What follows belongs to an exercise in optimizing a design on an open flow for small area; a production flow would make more cautious choices.
RTL that was checked went through simulation tests only; none was proved equivalent to the original.
Power and IR drop assume default switching activity.

try-maple:
==> flow/design.v <==
module cfg_test_top(
    input             clk ,
    input             rstn ,
    input      [31:0] addr ,
    input      [31:0] wdata ,
    output reg [31:0] rdata ,
    output            rdata_vld ,
    input             wr ,
    input             rd
);
wire [5:0] a = addr[5:0];
reg        rd_count_mode;
reg        sample_mode;
reg [31:0] r02, r03, r04, r10, r11, r12, r13, r14;
always @(posedge clk) begin
    if (!rstn) begin
        rd_count_mode <= 1'b0;
        sample_mode   <= 1'b0;
        r02 <= 32'd0;
        r03 <= 32'd0;
        r04 <= 32'd0;
        r10 <= 32'd0;
        r11 <= 32'd0;
        r12 <= 32'd0;
        r13 <= 32'd0;
        r14 <= 32'd0;
    end else if (wr) begin
        case (a)
            6'h00: rd_count_mode <= wdata[0];
            6'h01: sample_mode   <= wdata[0];
            6'h02: r02 <= wdata;
            6'h03: r03 <= wdata;
            6'h04: r04 <= wdata;
            6'h10: r10 <= wdata;
            6'h11: r11 <= wdata;
            6'h12: r12 <= wdata;
            6'h13: r13 <= wdata;
            6'h14: r14 <= wdata;
            default: ;
        endcase
    end
end
reg        rst_d;
always @(posedge clk)
    rst_d <= ~rstn;
reg  [18:0] up;
reg         s_prev;
wire        s = |up[18:7] | (up[6:5] == 2'b11 & |up[4:2]);    
always @(posedge clk) begin
    up     <= rstn ? up + 19'd1 : 19'd0;
    s_prev <= s;
end
wire e = s & ~s_prev;
reg  [31:0] acc;
wire        is23 = (a == 6'h23);
wire [31:0] acc_inc = acc + {31'd0, sample_mode ? s : e};
always @(posedge clk) begin
    if (!rstn)
        acc <= 32'd0;
    else if (wr && is23)
        acc <= wdata;
    else if (rd && is23 && !rd_count_mode)
        acc <= 32'd0;
    else
        acc <= acc_inc;
end
reg  [5:0] ar;
reg  [31:0] x;
wire [31:0] p1 = (ar == 6'h02) ? x : r02;
always @(posedge clk)
    x <= (a[0] ? acc : (a[5] ? p1 : r02)) + {31'd0, a[0] ? (sample_mode & s) : a[5]};
reg        v1, v2;
always @(posedge clk) begin
    ar <= {a[5:1], a[0] | (rst_d & a[5] & ~a[1])};
    v1 <= rd;
    v2 <= v1;
end
assign rdata_vld = v2;
always @(posedge clk) begin
    case (ar)
        6'h00: rdata <= {31'd0, rd_count_mode};
        6'h01: rdata <= {31'd0, sample_mode};
        6'h02: rdata <= r02;
        6'h03: rdata <= r03;
        6'h04: rdata <= r04;
        6'h10: rdata <= r10;
        6'h11: rdata <= r11;
        6'h12: rdata <= r12;
        6'h13: rdata <= r13;
        6'h14: rdata <= r14;
        6'h20: rdata <= x;
        6'h21: rdata <= 32'h1;
        6'h22: rdata <= 32'h0;
        6'h23: rdata <= x;
        default: rdata <= 32'hF0F0F0F0;
    endcase
end
endmodule
export LEC_CHECK = 0
export CAP_MARGIN = 20
export CORE_MARGIN = 2
export CORE_UTILIZATION = 70
export CTS_BUF_LIST = sky130_fd_sc_hd__clkbuf_8
export CTS_CLUSTER_DIAMETER = 100
export CTS_CLUSTER_SIZE = 16
export SLEW_MARGIN = 20
create_clock -name core_clock -period 5.0 [get_ports {clk}]
standard.sh (not shown) runs the stock make flow with config.mk's settings and CLKGATE_MAP_FILE= SYNTH_SCRIPT=/design/flow/synth_recipe.tcl, a recipe that flattens the netlist after the stock synthesis.
==> flow/flow/run.sh <==
#!/bin/bash
set -euo pipefail
work=$(pwd)
rm -rf "$work/scripts"
mkdir -p "$work/scripts"
cp -r "$FLOW_HOME/scripts/." "$work/scripts/"
cp "$work/flow/abc.script" "$work/scripts/abc_speed.script"
export SCRIPTS_DIR="$work/scripts"
export BUFFER_PORTS_ARGS="-buffer_cell sky130_fd_sc_hd__buf_1"
bash standard.sh > "$work/orfs_make.log" 2>&1
==> flow/flow/abc.script <==
&get -n
&st
&syn4
&dch
&nf -a -R 1000
&put
try-maple: flow completed, timing, DRC and antenna clean
[inputs] try-tundra vs try-maple
--- a/flow/design.v
+++ b/flow/design.v
@@ -8,8 +8,19 @@
     input             wr ,
     input             rd
 );
 wire [5:0] a = addr[5:0];
+function [31:0] inc32(input [31:0] q, input ci);
+    integer i;
+    reg     c;
+    begin
+        c = ci;
+        for (i = 0; i < 32; i = i + 1) begin
+            inc32[i] = q[i] ^ c;
+            c        = c & q[i];
+        end
+    end
+endfunction
 reg        rd_count_mode;
 reg        sample_mode;
 reg [31:0] r02, r03, r04, r10, r11, r12, r13, r14;
 always @(posedge clk) begin
@@ -46,15 +57,15 @@
 reg  [18:0] up;
 reg         s_prev;
 wire        s = |up[18:7] | (up[6:5] == 2'b11 & |up[4:2]);    
 always @(posedge clk) begin
-    up     <= rstn ? up + 19'd1 : 19'd0;
+    up     <= rstn ? inc32({13'd0, up}, 1'b1) : 19'd0;
     s_prev <= s;
 end
 wire e = s & ~s_prev;
 reg  [31:0] acc;
 wire        is23 = (a == 6'h23);
-wire [31:0] acc_inc = acc + {31'd0, sample_mode ? s : e};
+wire [31:0] acc_inc = inc32(acc, sample_mode ? s : e);
 always @(posedge clk) begin
     if (!rstn)
         acc <= 32'd0;
     else if (wr && is23)
@@ -67,9 +78,9 @@
 reg  [5:0] ar;
 reg  [31:0] x;
 wire [31:0] p1 = (ar == 6'h02) ? x : r02;
 always @(posedge clk)
-    x <= (a[0] ? acc : (a[5] ? p1 : r02)) + {31'd0, a[0] ? (sample_mode & s) : a[5]};
+    x <= inc32(a[0] ? acc : (a[5] ? p1 : r02), a[0] ? (sample_mode & s) : a[5]);
 reg        v1, v2;
 always @(posedge clk) begin
     ar <= {a[5:1], a[0] | (rst_d & a[5] & ~a[1])};
     v1 <= rd;
## What came out
try-tundra ran in full, but the layout does not pass; the checks complain about setup timing.
Looking at number of rows created at floorplan, try-tundra sits 1 below try-maple.
Changes observed in try-tundra relative to try-maple: synthesized area per cell grew by 1.4 sq um; combined area of all synthesized cells now sits lower.
Side by side, cell area turned out higher in try-tundra than in try-maple.
Total power is lower on try-maple
Number of distinct library cells after synthesis of try-tundra falls short of that of try-maple by more than 10%.
The setup slack of try-tundra is smaller than that of try-maple.
From try-maple to try-tundra the numbers moved as follows: largest fanout of any net on the critical path saw a decrease; vias after detailed routing saw little to no change; layout overhead on the synthesized area saw an increase.
No functional check of the RTL was part of try-tundra.

-- afterwards: timing with drivers on the ports --
How much do the figures lean on ideal ports? The routed layouts below were timed once more, with nothing changed but the port constraints. Step 1 assumes that a clkbuf_16 drives the clock port and a buf_2 every other input. Step 2 adds t to the input delays and takes it off the output delays; t is the mean of the earliest and latest rising clock arrival at the registers after step 1. Input paths then give back, and output paths get back, about the clock's delay inside the block. Slacks: ideal / step 1 / step 2; pairs: ideal / step 1.
| run | t, ns | setup slack, ns | worst hold slack (ns) | clock arrival spread, ns | cell pins on the clock port's net |
|---|---|---|---|---|---|
| try-maple | 0.632 | 0.415 / 0.415 / 0.043 | 0.343 / 0.343 / 0.343 | 0.032 / 0.032 | 1 |
| try-tundra | 0.639 | -1.788 / -1.788 / -2.202 | 0.362 / 0.362 / 0.362 | 0.028 / 0.027 | 1 |
For try-tundra, which loses most, drivers alone change the setup slack by 0.000 ns; drivers and shift together by -0.414 ns.
